This is an optimization exercise on Yosys and OpenROAD, whose aim is small area, a short achievable clock period and few clock cycles, not a production implementation. In this exercise RTL edits were held to simulation tests only and were not proved equivalent to the original. No activity file was given, so power comes from the tool's default toggle rates.

==> design/flow/design.v <==
`timescale 1ns/1ps
module kf_top
#(parameter W=24, parameter FRAC=14, parameter NR=40, parameter ADDRW=6)
(
  input              clk,
  input              rst_n,
  input              start,
  input  [W-1:0]     data_in,
  output reg         ready,
  output [W-1:0]     result_out,
  output reg         au_done
);
  reg sLOAD, sM1, sM2, sOP1, sOP2, sDI, sDIV, sM3F, sM4, sOP4;
  reg [2:0]  lc;           
  reg [2:0]  mcnt;         
  reg        mfirst;       
  reg        px;           
  reg        xmv;          
  reg        innd;         
  reg        dvalid;       
  reg        dhi;          
  reg        dfirst;       
  reg        dsm;          
  reg [3:0]  dcnt;         
  reg        accs;         
  reg [23:0] PHI, Q, R, X, Y, AR;
  reg [36:0] ACC;
  reg [23:0] REM;
  reg [3:0]  DG;
  reg [1:0]  DGH;
  assign result_out = X;
  function [2:0] top_digit;   
    input [22:0] v;
    begin
      if      (|v[22:20]) top_digit = 3'd5;
      else if (|v[19:16]) top_digit = 3'd4;
      else if (|v[15:12]) top_digit = 3'd3;
      else if (|v[11:8])  top_digit = 3'd2;
      else if (|v[7:4])   top_digit = 3'd1;
      else                top_digit = 3'd0;
    end
  endfunction
  function [3:0] digit;
    input [22:0] v;
    input [2:0]  i;
    begin
      case (i)
        3'd0: digit = v[3:0];
        3'd1: digit = v[7:4];
        3'd2: digit = v[11:8];
        3'd3: digit = v[15:12];
        3'd4: digit = v[19:16];
        default: digit = {1'b0, v[22:20]};
      endcase
    end
  endfunction
  wire [26:0] pp     = AR[22:0] * DG;
  wire [36:0] acc_in = mfirst ? 37'd0 : ACC;
  wire [36:0] msum   = {acc_in[32:0], 4'b0} + {10'd0, pp};
  wire [22:0] mprod  = msum[36:14];
  wire        mB     = sM1 | sM2 | sM4 | px;        
  wire        mstep  = mB | dvalid | sM3F;
  wire        mlastB = mB & (mcnt == 3'd0);
  wire [2:0]  ptop   = top_digit(PHI[22:0]);
  wire        a_prod = sOP1 | sOP4;
  wire        b_q    = sOP1 | sOP2;
  wire        sub_op = sDIV;
  wire [23:0] sa_in  = a_prod ? {accs, ACC[36:14]} : (sOP2 ? R : Y);
  wire [23:0] sb_in  = b_q ? Q : X;
  wire [23:0] smres;
  smadd SMA (.a(sa_in), .b({sb_in[23] ^ sub_op, sb_in[22:0]}), .y(smres));
  wire [22:0] smag = smres[22:0];
  wire [22:0] dmag = R[22:0];
  wire [25:0] u2  = {1'b0, REM, 1'b0};
  wire [25:0] dd  = {3'b0, dmag};
  wire [25:0] t1  = {2'b0, REM} - dd;                  
  wire [25:0] ta  = u2 - dd;                           
  wire [25:0] tb  = u2 + ~dd + ~{dd[24:0], 1'b0} + 26'd2;    
  wire        b1  = ~t1[25];
  wire        b2  = b1 ? ~tb[25] : ~ta[25];
  reg  [22:0] rv;
  always @* begin
    case ({b1, b2})
      2'b00: rv = u2[22:0];
      2'b01: rv = ta[22:0];
      2'b10: rv = {t1[21:0], 1'b0};
      default: rv = tb[22:0];
    endcase
  end
  wire [23:0] r2  = {rv, 1'b0};
  wire        qb1 = dsm ? ~dfirst : b1;
  wire        qb0 = dsm | b2;
  wire        den_z  = ~|R[22:0];
  wire [22:0] den_m  = den_z ? 23'h7FFFFE : R[22:0];
  wire        den_sm = ~den_z && (R[22:6] == 17'd0) && (!R[5] || R[4:0] == 5'd0);
  reg  [3:0]  dm;
  always @* begin
    if      (|R[22:21]) dm = 4'd10;
    else if (|R[20:19]) dm = 4'd9;
    else if (|R[18:17]) dm = 4'd8;
    else if (|R[16:15]) dm = 4'd7;
    else if (|R[14:13]) dm = 4'd6;
    else if (|R[12:11]) dm = 4'd5;
    else if (|R[10:9])  dm = 4'd4;
    else if (|R[8:7])   dm = 4'd3;
    else if (den_z)     dm = 4'd10;
    else                dm = 4'd2;
  end
  reg [23:0] rinit;
  always @* begin
    rinit = 24'd0;
    rinit[{dm, 1'b1}] = 1'b1;
  end
  wire        klow = {1'b0, Q[22:0]} < {R[22:0], 1'b0};
  wire mfree1 = ~px | (mcnt == 3'd0);
  wire mfree2 = ~px | (mcnt <= 3'd1);
  wire dgo    = sDIV & (dhi ? mfree2 : mfree1);
  always @(posedge clk) begin
    if (!rst_n) begin
      ready <= 1'b1; au_done <= 1'b0;
      sLOAD <= 1'b0; sM1 <= 1'b0; sM2 <= 1'b0; sOP1 <= 1'b0; sOP2 <= 1'b0; sDI <= 1'b0;
      sDIV <= 1'b0; sM3F <= 1'b0; sM4 <= 1'b0; sOP4 <= 1'b0;
      px <= 1'b0; dvalid <= 1'b0; lc <= 3'd0; mfirst <= 1'b0;
      xmv <= 1'b0; innd <= 1'b0; mcnt <= 3'd0;
    end else begin
      au_done <= 1'b0;
      if (mstep) begin
        ACC    <= msum;
        mfirst <= mlastB | sM3F;
      end
      if (mB && mcnt != 3'd0) begin
        mcnt <= mcnt - 3'd1;
        DG   <= digit(PHI[22:0], mcnt - 3'd1);
      end
      if (dvalid) dvalid <= 1'b0;
      if (px && mcnt == 3'd0) begin
        px  <= 1'b0;
        X   <= {X[23] ^ PHI[23], mprod};
        if (!sOP1) AR <= Q;            
        xmv <= 1'b1;
      end
      if (ready) begin
        if (start) begin
          ready <= 1'b0; sLOAD <= 1'b1; lc <= 3'd1;
        end
      end
      if (sLOAD) begin
        lc <= lc + 3'd1;
        case (lc)
          3'd1: PHI <= data_in;
          3'd2: Q   <= data_in;
          3'd3: R   <= data_in;
          3'd4: X   <= data_in;
          default: begin
            AR <= data_in;
            sLOAD <= 1'b0; sM1 <= 1'b1;
            mcnt <= ptop; DG <= digit(PHI[22:0], ptop); mfirst <= 1'b1;
            xmv <= 1'b0; innd <= 1'b0;
          end
        endcase
      end
      if (sM1) begin
        if (mfirst) Y <= data_in;
        if (mcnt == 3'd0) begin
          AR <= {AR[23] ^ PHI[23], mprod};
          sM1 <= 1'b0; sM2 <= 1'b1;
          mcnt <= ptop; DG <= digit(PHI[22:0], ptop);
        end
      end
      if (sM2 && mcnt == 3'd0) begin
        accs <= AR[23] ^ PHI[23];
        AR   <= X;
        sM2 <= 1'b0; sOP1 <= 1'b1;
        mcnt <= ptop; DG <= digit(PHI[22:0], ptop); px <= 1'b1;
      end
      if (sOP1) begin
        Q <= smres;
        sOP1 <= 1'b0; sOP2 <= 1'b1;
      end
      if (sOP2) begin
        if (xmv) AR <= Q;              
        R    <= smres;
        sOP2 <= 1'b0; sDI <= 1'b1;
      end
      if (sDI) begin
        R[22:0] <= den_m;
        REM    <= rinit;
        dcnt   <= 4'd13 - dm;
        dhi    <= ~dm[0];
        DGH    <= 2'd0;
        dfirst <= 1'b1;
        dsm    <= den_sm;
        sDI <= 1'b0; sDIV <= 1'b1;
      end
      if (sDIV) begin
        if (xmv && !innd) begin
          Y    <= smres;
          innd <= 1'b1;
        end
        if (dgo) begin
          REM    <= r2;
          dfirst <= 1'b0;
          dhi    <= ~dhi;
          if (dhi) DGH <= {qb1, qb0};
          else begin DG <= {DGH, qb1, qb0}; dvalid <= 1'b1; end
          dcnt <= dcnt - 4'd1;
          if (dcnt == 4'd0) begin sDIV <= 1'b0; sM3F <= 1'b1; end
        end
      end
      if (sM3F) begin
        PHI  <= {AR[23] ^ R[23], mprod};
        AR   <= Y;
        mcnt <= klow ? 3'd3 : 3'd5;
        DG   <= klow ? msum[29:26] : {1'b0, msum[36:34]};
        sM3F <= 1'b0; sM4 <= 1'b1;
      end
      if (sM4 && mcnt == 3'd0) begin
        accs <= AR[23] ^ PHI[23];
        sM4 <= 1'b0; sOP4 <= 1'b1;
      end
      if (sOP4) begin
        X <= smres;
        ready <= 1'b1; au_done <= 1'b1;
        sOP4 <= 1'b0;
      end
    end
  end
endmodule
module smadd(input [23:0] a, input [23:0] b, output [23:0] y);
  wire        sa   = a[23];
  wire        esub = a[23] ^ b[23];
  wire [22:0] ma   = a[22:0];
  wire [22:0] yb   = b[22:0] ^ {23{esub}};
  wire [22:0] g0   = ma & yb;
  wire [22:0] p0   = ma ^ yb;
  wire [22:0] g [0:5];
  wire [22:0] p [0:5];
  assign g[0] = g0; assign p[0] = p0;
  genvar l, i;
  generate
    for (l = 0; l < 5; l = l + 1) begin : lv
      for (i = 0; i < 23; i = i + 1) begin : bt
        if ((i >> l) & 1) begin : cmb
          localparam integer j = ((i >> l) << l) - 1;
          assign g[l+1][i] = g[l][i] | (p[l][i] & g[l][j]);
          assign p[l+1][i] = p[l][i] & p[l][j];
        end else begin : pas
          assign g[l+1][i] = g[l][i];
          assign p[l+1][i] = p[l][i];
        end
      end
    end
  endgenerate
  wire [22:0] G = g[5];
  wire [22:0] P = p[5];
  wire [22:0] c0 = {G[21:0], 1'b0};
  wire [22:0] c1 = {G[21:0] | P[21:0], 1'b1};
  wire [22:0] s0 = p0 ^ c0;
  wire [22:0] s1 = p0 ^ c1;
  wire        gt = G[22];              
  wire        eq = P[22];              
  reg  [23:0] r;
  always @* begin
    if (!esub)
      r = {sa & (|ma | |b[22:0]), gt ? 23'h7FFFFF : s0};
    else if (gt | eq)
      r = {sa & gt, s1};
    else
      r = {~sa, ~s0};
  end
  assign y = r;
endmodule
==> design/flow/run.sh <==
#!/bin/bash
# synth_recipe.tcl (not shown) runs the flow's synth.tcl, then flattens the netlist and writes it again
# the make line also repeats each setting of config.mk as NAME=value (left out here)
make -C /OpenROAD-flow-scripts/flow DESIGN_CONFIG=/design/flow/config.mk WORK_HOME=/design/flow/orfs CLKGATE_MAP_FILE= SYNTH_SCRIPT=/design/flow/synth_recipe.tcl finish
==> design/flow/config.mk <==
export PLATFORM = sky130hd
export DESIGN_NAME = kf_top
export DESIGN_NICKNAME = kf_top
export VERILOG_FILES = /design/flow/design.v
export SDC_FILE = /design/flow/constraint.sdc
export NUM_CORES = 4
export LEC_CHECK = 0
export CAP_MARGIN = 20
export CORE_MARGIN = 2
export CORE_UTILIZATION = 40
export PLACE_DENSITY = 0.6
export SETUP_SLACK_MARGIN = 5
export SLEW_MARGIN = 20
==> design/flow/constraint.sdc <==
create_clock -name core_clock -period 10.0 [get_ports {clk}]
set_input_delay 2.0000 -clock core_clock [delete_from_list [all_inputs] [get_ports {clk}]]
set_output_delay 2.0000 -clock core_clock [all_outputs]
set_load 0.01 [all_outputs]
==> run summary <==
vias in the first global route about 22000; Synth Area in Compound Gates 0.210; port bufs 52; minimum clock period after layout between 5 and 6 ns; starting density of the core 0.404; Hold Path Cell Cnt 2; Total Routed Length roughly 96 mm; Post-DP HPWL 68.8 mm; Setup Skew 0.0484 ns; CP Capture Type register; startpoint types register; Layout area overhead 16.0%; fin nets around 3200; antenna violations before repair 0; first-pass GRT wire length 142 mm; Critical path buffers and inverters 5; hold_ws between 0.4 and 0.5 ns; mux contribution to synthesized area 0.0671; critical path's most frequent cell buf_6; mapped cell area about 25000 um^2; Post-CTS Hold Buffers 0; crit-path cells buf_6, buf_6, and2_4, fa_2, fa_1, fa_1, buf_6, ha_4, a211oi_4, nor4_4, nor2_1, buf_4, a21oi_4, o21ai_2, a211o_4, a21boi_4, xnor2_4, buf_12, nor4_4, a211o_1; CTS tree yes; Antenna Nets Post-Route 0; unrepaired setup endpoints after global routing true; total track usage 0.291; initial DRC count around 3000; Max Clk Rate slightly below 0.2 GHz; relative slew slack 0.307; maxcap violations 0; R2R depth 20; antenna cell count 0; GRT overflow 0; #FFs+latches synth around 240; die width 254 um; Worst-path clk slew ~0.060 ns; Post-Synth Simple-Gate Area 0.172; H-tree depth 1; GPL Wtd Cong 0.976; DIE HEIGHT approximately 250 um; TNS Setup 0 ns; DR vias approximately 23000; Mapped Nets 3198; Mapped Cells 2893; worst slack at placement 3.62 ns; router iterations before antenna repair 9; RR Endpoint X[20]; Routed WL per cell about 25 um; Critical Path Fanout Max 5; die area 64400 um^2; Distinct cells, synth 92; r2r startpoint DG[2]; largest net degree at the start of global routing 64; share of flip-flops with an asynchronous set or reset 0; adder-cell share of the synthesized area 0.167; Cell Pwr Density ~300 nW/um^2; setup violators final 0; Clk Tree Root Cell clkbuf_16; hold_sp innd; CTS buffer count 31; total power ~8.7 mW; clk buf depth 3; worst-margin pin slew approximately 1.0 ns; number of flops mapped to enable cells by yosys roughly 220; CP top delay family adder cells; DR DRC count 0; register area share after synthesis 0.282; leakage power around 12 nW; Avg Inst Size Synth 8.63 um^2; largest family of logic cells by synthesized area compound AO/OA/AOI/OAI gates; clk sinks between 200 and 250; min setup slack post-route a little under 5 ns; YS warnings 2; Critical Path RT slightly above 10 ns; min-delay worst type register to register; max incr delay on CP ~0.53 ns; Top Ports 53; status timing/DRC/antenna clean; Final Hold Fails 0; flop-to-flop setup slack 4.85 ns; clock latency (worst-skew pair) 0.62 ns; core box area 61700 um^2; Worst EP arrival ~5.5 ns; Final Max Tran Viols 0; CP Class register to register; cell row count 91; Synth Area in XOR/XNOR 0.0504; drt via density between 6 and 7; Hold Crit Endpoint innd; peak supply drop 0.317 mV; CP max-delay cell fa_2; final period utilization 0.515; share of cells above drive strength 1 0.124; ys flop type edfxtp_1
[sequential cells by signal, indices dropped and copies added (netlist names), 2 cells and up]
| name | flops |
|---|---|
| dcnt | 4 |
| Q | 24 |
| PHI | 24 |
| AR | 24 |
| lc | 3 |
| mcnt | 3 |
| Y | 24 |
| R | 24 |
| DG | 4 |
| ACC | 37 |
| REM | 24 |
| DGH | 2 |
| X | 24 |
[placed cells by master (no fill, tap or decap), types with 88 or more instances in the layout]
master    synthesis  routed
ha_1            186     173
edfxtp_1        219     219
nand2_1         282     281
mux2i_1         111     106
inv_1           184     180
a21oi_1         289     271
o21ai_0         191     170
and2_1           97      94
xnor2_1         104      88
nor2_1          239     233
[through the flow]
step	instance area [um^2]	instances	utilization
finish	29000	3795	0.469
CTS	28200	3760	0.457
global placement	26300	3677	0.426
global route	29000	3795	0.469
floorplan	25000	2893	-
detailed placement	26300	3677	0.426
[synthesized netlist by cell type (all sizes together), types with 26 or more instances]
cell    number  area [um^2]
mux2        50          563
and2        98          613
nand3       86          430
nor2       242          930
nand2      282         1060
xnor2      105          927
xor2        37          332
fa          92         1840
nor4        26          163
a21oi      292         1480
buf         31          166
o211ai      28          210
nor3        49          250
mux2i      111         1110
ha         186         2330
inv        185          699
a211oi      39          305
o21ai      199         1010
clkbuf     112          420
edfxtp     219         6580
a21o        46          345
nor2b       31          194
[timing repair]
item,4_1_cts,5_1_grt
buffers inserted,20,35
resized for setup,86,109
pin swaps,16,51
endpoints found under the setup margin,153,107
cloned,5,0
[how the worst max path moves through the flow]
stage,cells past startpoint,slack (ns),start,to
after floorplan,24,5.02,sOP2,Q[17]
after global placement,18,3.73,sOP2,R[17]
after detailed placement,24,3.62,sOP2,R[17]
after CTS,18,4.97,DG[2],DG[2]
after global routing,20,4.75,DG[2],X[20]
final,20,4.85,DG[2],X[20]
[kinds of logic after synthesis]
family,Yosys count
and+or+nand+nor,911
AOI/OAI and AO/OA,828
buffers and inverters,331
adders and majority gates,278
DFF,242
muxes,161
xor gates and xnor gates,142
[layer usage]
layer / part of all wire / wire length, um / track usage
met1: 0.41 / 39900 / 0.410
met2: 0.43 / 41100 / 0.439
met3: 0.11 / 10300 / 0.0530
met4: 0.050 / 4820 / 0.119
met5: 0 / 0 / 0
[power by group]
part           internal (mW)  switching [mW]  total (mW)  leakage, nW
registers               1.38           0.166        1.55         2.25
clock network          0.771           0.497        1.27        0.547
logic                   2.43            3.41        5.84         8.79
total                   4.59            4.07        8.66         11.6
[area by class of cell]
type	count	area (um^2)
clock buffers	35	791
clock inverters	23	320
fillers	5881	32800
inverters	188	722
multi-input cells	2321	17600
flip-flops and latches	242	7050
well taps	837	1050
repair buffers	149	1440
[worst reg2reg max path, cell delays in order (launching register included)]
cell      delay, ns
edfxtp_1       0.42
buf_6          0.15
buf_6          0.11
and2_4         0.13
fa_2           0.53
fa_1           0.43
fa_1           0.51
buf_6          0.14
ha_4           0.27
a211oi_4       0.07
nor4_4         0.28
nor2_1         0.08
buf_4          0.15
a21oi_4        0.22
o21ai_2        0.10
a211o_4        0.41
a21boi_4       0.24
xnor2_4        0.20
buf_12         0.15
nor4_4         0.04
a211o_1        0.25
Testbench counts, summed over its fixed seeds: cycles 9,625.

[static timing again, ports no longer ideal]
No port has a modelled driver above. Below, the same layout with a new extraction and two added sets of constraints.
Step 1, drivers: a clkbuf_16 drives clk and a buf_2 each remaining input, both assumed.
Step 2 adds t to the input delays and takes it off the output delays; t is the mean of the earliest and latest rising clock arrival at the registers after step 1. Input paths then give back, and output paths get back, about the clock's delay inside the block.
Slacks: no drivers / after step 1 / after step 2; pairs: no drivers / after step 1.
shift t [ns]: 0.662
slack for setup (ns): 4.848 / 4.848 / 4.848
worst hold slack (ns): 0.451 / 0.451 / 0.451
worst slew at a driven data input, ns: 0.05
After both steps setup and hold are still met in this run. For this run, drivers alone change the setup slack by 0.000 ns; drivers and shift together by 0.000 ns.
